This is an optimization exercise on Yosys and OpenROAD, whose aim is small area, a short achievable clock period and few clock cycles per item, not a production implementation. Where RTL was checked, it was by simulation tests only, not by an equivalence proof against the original. Power is estimated from default activity; no workload was simulated.

==> flow/design.v (excerpt) <==
module Processor(clk , rst , imem_addr , imem_data , IR , Loaded , Stored , Out , valid) ;
	input clk ;
	input rst ;
	input [15:0] imem_data ;
	output [15:0] imem_addr ;
	output reg valid ;
	output reg [15:0] Out , Stored , Loaded ;
	output reg [15:0] IR ;
	localparam [255:0] RINIT = {
		16'h1984, 16'h3994, 16'h0CDE, 16'h1CBA, 16'h0102, 16'h1A32, 16'h0414, 16'h22DA,
		16'h1C86, 16'h22E0, 16'h0001, 16'h1C3A, 16'h00AA, 16'h0030, 16'h0020, 16'h0010 } ;
	localparam [255:0] MINIT = {
		16'h1984, 16'h0000, 16'h0CDE, 16'h0000, 16'h0102, 16'h1A32, 16'h0000, 16'h22DA,
		16'h0000, 16'h0000, 16'h0000, 16'h1C3A, 16'h00AA, 16'h0000, 16'h0020, 16'h0001 } ;
	reg [15:0] pc ;
	assign imem_addr = pc ;
	reg [255:0] rf ;    
	reg [255:0] dm ;    
	reg rst_q ;
	reg [15:0] IRd ;
	reg [3:0] d_rb ;      
	reg d_sub ;
	reg [15:0] ra_oh , rb_oh ;    
	reg vd ;
	always @(posedge clk) begin
		IRd <= imem_data ;
		d_rb <= (imem_data[15:12] == 4'd6) ? imem_data[11:8] : imem_data[3:0] ;
		d_sub <= (imem_data[15:12] == 4'd1) ;
		ra_oh <= 16'd1 << imem_data[7:4] ;
		rb_oh <= 16'd1 << ((imem_data[15:12] == 4'd6) ? imem_data[11:8] : imem_data[3:0]) ;
		rst_q <= rst ;
		if (rst) begin
			pc <= 16'd0 ;
			vd <= 1'b0 ;
		end else begin
			pc <= pc + 16'd1 ;
			vd <= 1'b1 ;
		end
	end
	wire [3:0] d_op  = IRd[15:12] ;
	wire [3:0] d_rs1 = IRd[7:4] ;
	wire d_and   = (d_op == 4'd2) ;
	wire d_or    = (d_op == 4'd3) ;
  ...
Size in the first run: ~2100 cells after synthesis, roughly 99 I/O pins, roughly 29000 um2 of cells after synthesis.
==> module Processor, before the edit <==
module Processor(clk , rst , imem_addr , imem_data , IR , Loaded , Stored , Out , valid) ;
	input clk ;
	input rst ;
	input [15:0] imem_data ;
	output [15:0] imem_addr ;
	output reg valid ;
	output reg [15:0] Out , Stored , Loaded ;
	output reg [15:0] IR ;
	localparam [255:0] RINIT = {
		16'h1984, 16'h3994, 16'h0CDE, 16'h1CBA, 16'h0102, 16'h1A32, 16'h0414, 16'h22DA,
		16'h1C86, 16'h22E0, 16'h0001, 16'h1C3A, 16'h00AA, 16'h0030, 16'h0020, 16'h0010 } ;
	localparam [255:0] MINIT = {
		16'h1984, 16'h0000, 16'h0CDE, 16'h0000, 16'h0102, 16'h1A32, 16'h0000, 16'h22DA,
		16'h0000, 16'h0000, 16'h0000, 16'h1C3A, 16'h00AA, 16'h0000, 16'h0020, 16'h0001 } ;
	reg [15:0] pc ;
	assign imem_addr = pc ;
	reg [255:0] rf ;    
	reg [255:0] dm ;    
	reg rst_q ;
	reg [15:0] IRd ;
	reg [3:0] d_rb ;      
	reg d_sub ;
	reg [15:0] ra_oh , rb_oh ;    
	reg vd ;
	always @(posedge clk) begin
		IRd <= imem_data ;
		d_rb <= (imem_data[15:12] == 4'd6) ? imem_data[11:8] : imem_data[3:0] ;
		d_sub <= (imem_data[15:12] == 4'd1) ;
		ra_oh <= 16'd1 << imem_data[7:4] ;
		rb_oh <= 16'd1 << ((imem_data[15:12] == 4'd6) ? imem_data[11:8] : imem_data[3:0]) ;
		rst_q <= rst ;
		if (rst) begin
			pc <= 16'd0 ;
			vd <= 1'b0 ;
		end else begin
			pc <= pc + 16'd1 ;
			vd <= 1'b1 ;
		end
	end
	wire [3:0] d_op  = IRd[15:12] ;
	wire [3:0] d_rs1 = IRd[7:4] ;
	wire d_and   = (d_op == 4'd2) ;
	wire d_or    = (d_op == 4'd3) ;
	wire d_xor   = (d_op == 4'd4) ;
	wire d_load  = (d_op == 4'd5) ;
	wire d_store = (d_op == 4'd6) ;
	wire d_sum   = !(d_and || d_or || d_xor || d_load || d_store) ;
	reg [15:0] A , Bx ;   
	reg [15:0] IRe ;
	reg ve ;
	reg c_sub , c_and , c_or , c_xor , c_ld , c_st , c_sum ;
	reg ww ;              
	reg [3:0] wrd ;
	wire [15:0] res ;     
	reg [15:0] Am ;       
	reg [15:0] wen ;      
	wire e_wr = ve && !c_st ;    
	wire fwa = e_wr && (IRe[11:8] == d_rs1) ;
	wire fwb = e_wr && (IRe[11:8] == d_rb) ;
	reg [15:0] rda , rdb ;
	integer k ;
	always @* begin
		rda = 16'd0 ;
		rdb = 16'd0 ;
		for (k = 0 ; k < 16 ; k = k + 1) begin
			rda = rda | ({16{ra_oh[k]}} & rf[16*k +: 16]) ;
			rdb = rdb | ({16{rb_oh[k]}} & rf[16*k +: 16]) ;
		end
	end
	wire [15:0] rfa = (ww && wrd == d_rs1) ? Out : rda ;
	wire [15:0] rfb = (ww && wrd == d_rb) ? Out : rdb ;
	wire [15:0] opb = fwb ? res : rfb ;
	always @(posedge clk) begin
		A <= fwa ? res : rfa ;
		Am <= 16'd1 << (fwa ? res[3:0] : rfa[3:0]) ;
		wen <= {16{rst}} | ({16{e_wr}} & (16'd1 << IRe[11:8])) ;
		Bx <= d_sub ? ~opb : opb ;
		IRe <= IRd ;
		c_sub <= d_sub ;
		c_and <= d_and ;
		c_or <= d_or ;
		c_xor <= d_xor ;
		c_sum <= d_sum ;
		c_ld <= d_load && vd && !rst ;
		c_st <= d_store && vd && !rst ;
		ve <= vd && !rst ;
	end
	wire [16:0] sum = {A, 1'b1} + {Bx, c_sub} ;    
	reg [15:0] mrd ;
	integer m ;
	always @* begin
		mrd = 16'd0 ;
		for (m = 0 ; m < 16 ; m = m + 1) mrd = mrd | ({16{Am[m]}} & dm[16*m +: 16]) ;
	end
	assign res = ({16{c_sum}} & sum[16:1]) | ({16{c_and}} & (A & Bx)) | ({16{c_or}} & (A | Bx)) |
	             ({16{c_xor}} & (A ^ Bx)) | ({16{c_ld}} & mrd) | ({16{c_st}} & Bx) ;
	wire [15:0] rf_wd_0 = Out & {16{~rst_q}} ;    
	wire [15:0] rf_wd_1 = Out | {16{rst_q}} ;     
	wire [15:0] dm_wd_0 = Bx & {16{~rst_q}} ;
	wire [15:0] dm_wd_1 = Bx | {16{rst_q}} ;
	genvar gi , gj ;
	generate
		for (gi = 0 ; gi < 16 ; gi = gi + 1) begin : row
			wire rf_en = wen[gi] ;
			wire dm_en = rst_q | (c_st && Am[gi]) ;
			for (gj = 0 ; gj < 16 ; gj = gj + 1) begin : col
				always @(posedge clk) begin
					if (rf_en) rf[16*gi + gj] <= RINIT[16*gi + gj] ? rf_wd_1[gj] : rf_wd_0[gj] ;
					if (dm_en) dm[16*gi + gj] <= MINIT[16*gi + gj] ? dm_wd_1[gj] : dm_wd_0[gj] ;
				end
			end
		end
	endgenerate
	always @(posedge clk) begin
		if (rst) begin
			valid <= 1'b0 ;
			ww <= 1'b0 ;
		end else begin
			valid <= ve ;
			ww <= e_wr ;
		end
		if (rst_q) begin
			Loaded <= 16'd0 ;
			Stored <= 16'd0 ;
		end else begin
			if (c_ld) Loaded <= mrd ;
			if (c_st) Stored <= Bx ;
		end
		wrd <= IRe[11:8] ;
		IR <= IRe ;
		Out <= res ;
	end
endmodule
==> flow/config.mk <==
export PLATFORM = sky130hd
export DESIGN_NAME = Processor
export DESIGN_NICKNAME = Processor
export VERILOG_FILES = /design/flow/design.v
export SDC_FILE = /design/flow/constraint.sdc
export NUM_CORES = 4
export LEC_CHECK = 0
export CAP_MARGIN = 20
export CORE_MARGIN = 2
export CORE_UTILIZATION = 65
export CTS_CLUSTER_DIAMETER = 70
export CTS_CLUSTER_SIZE = 20
export SETUP_SLACK_MARGIN = 3.7
export SLEW_MARGIN = 20
==> flow/constraint.sdc <==
create_clock -name core_clock -period 6.0 [get_ports {clk}]
set_input_delay 1.2000 -clock core_clock [delete_from_list [all_inputs] [get_ports {clk}]]
set_output_delay 1.2000 -clock core_clock [all_outputs]
set_load 0.01 [all_outputs]
run.sh (not shown) runs the stock make flow with config.mk's settings and CLKGATE_MAP_FILE= SYNTH_SCRIPT=/design/flow/synth_recipe.tcl, a recipe that flattens the netlist after the stock synthesis.
The first run ran to the end with no violations.
Testbench counts at the start, summed over its fixed seeds: cycles 3,216, instrs 3,200.
Rerun with:
--- a/flow/design.v
+++ b/flow/design.v
@@ -52,6 +52,8 @@
 	reg ww ;              
 	reg [3:0] wrd ;
 	wire [15:0] res ;     
+	wire [15:0] rest ;
+	wire [16:0] sum = {A, 1'b1} + {Bx, c_sub} ;    
 	reg [15:0] Am ;       
 	reg [15:0] wen ;      
 	wire e_wr = ve && !c_st ;    
@@ -69,12 +71,15 @@
 	end
 	wire [15:0] rfa = (ww && wrd == d_rs1) ? Out : rda ;
 	wire [15:0] rfb = (ww && wrd == d_rb) ? Out : rdb ;
-	wire [15:0] opb = fwb ? res : rfb ;
+	wire fsa = fwa && c_sum ;
+	wire fsb = fwb && c_sum ;
+	wire [15:0] nA = fsa ? sum[16:1] : (fwa ? rest : rfa) ;
+	wire [15:0] opb = fwb ? rest : rfb ;
 	always @(posedge clk) begin
-		A <= fwa ? res : rfa ;
-		Am <= 16'd1 << (fwa ? res[3:0] : rfa[3:0]) ;
+		A <= nA ;
+		Am <= 16'd1 << nA[3:0] ;
 		wen <= {16{rst}} | ({16{e_wr}} & (16'd1 << IRe[11:8])) ;
-		Bx <= d_sub ? ~opb : opb ;
+		Bx <= fsb ? (sum[16:1] ^ {16{d_sub}}) : (opb ^ {16{d_sub}}) ;
 		IRe <= IRd ;
 		c_sub <= d_sub ;
 		c_and <= d_and ;
@@ -85,15 +90,15 @@
 		c_st <= d_store && vd && !rst ;
 		ve <= vd && !rst ;
 	end
-	wire [16:0] sum = {A, 1'b1} + {Bx, c_sub} ;    
 	reg [15:0] mrd ;
 	integer m ;
 	always @* begin
 		mrd = 16'd0 ;
 		for (m = 0 ; m < 16 ; m = m + 1) mrd = mrd | ({16{Am[m]}} & dm[16*m +: 16]) ;
 	end
-	assign res = ({16{c_sum}} & sum[16:1]) | ({16{c_and}} & (A & Bx)) | ({16{c_or}} & (A | Bx)) |
-	             ({16{c_xor}} & (A ^ Bx)) | ({16{c_ld}} & mrd) | ({16{c_st}} & Bx) ;
+	assign rest = ({16{c_and}} & (A & Bx)) | ({16{c_or}} & (A | Bx)) |
+	              ({16{c_xor}} & (A ^ Bx)) | ({16{c_ld}} & mrd) | ({16{c_st}} & Bx) ;
+	assign res = c_sum ? sum[16:1] : rest ;
 	wire [15:0] rf_wd_0 = Out & {16{~rst_q}} ;    
 	wire [15:0] rf_wd_1 = Out | {16{rst_q}} ;     
 	wire [15:0] dm_wd_0 = Bx & {16{~rst_q}} ;
What happened: Setup slack got worse by 0.14 ns; synthesized area drops slightly; cell count climbs slightly; clock-buffer cell count drops by 8; final area climbs slightly; utilization climbs by 1.1 points; synthesized cell count drops slightly; register-to-register slack got worse by 0.14 ns; via count climbs by a few percent; sequential power hardly moves.
The RTL of the second run of this note was laid out without a check of its function.

port drivers added, routing unchanged:
No port has a modelled driver above. Below, the same layouts with a new extraction and two added sets of constraints.
Step 1 (the two cells are an assumption about what drives the block):
set clk [get_ports {clk}]
set_driving_cell -lib_cell sky130_fd_sc_hd__clkbuf_16 $clk
set_driving_cell -lib_cell sky130_fd_sc_hd__buf_2 [delete_from_list [all_inputs] $clk]
Step 2 moves the port delays by t, midway between the first and last clock arrival at a register: inputs arrive t later, outputs are due t later. That takes back most of the time a late clock gives input paths.
a / b / c = no drivers / after step 1 / after step 2; a / b = the first two.
run | shift t [ns] | setup slack, ns | worst setup path at the end
the first run | 0.658 | 3.610 / 3.587 / 3.137 | input to register
the second run | 0.655 | 3.468 / 3.468 / 3.144 | input to register
After both steps setup and hold are still met in every run listed. The setup slack of the first run, which loses most, moves by -0.023 ns with the drivers and by -0.473 ns with both steps.
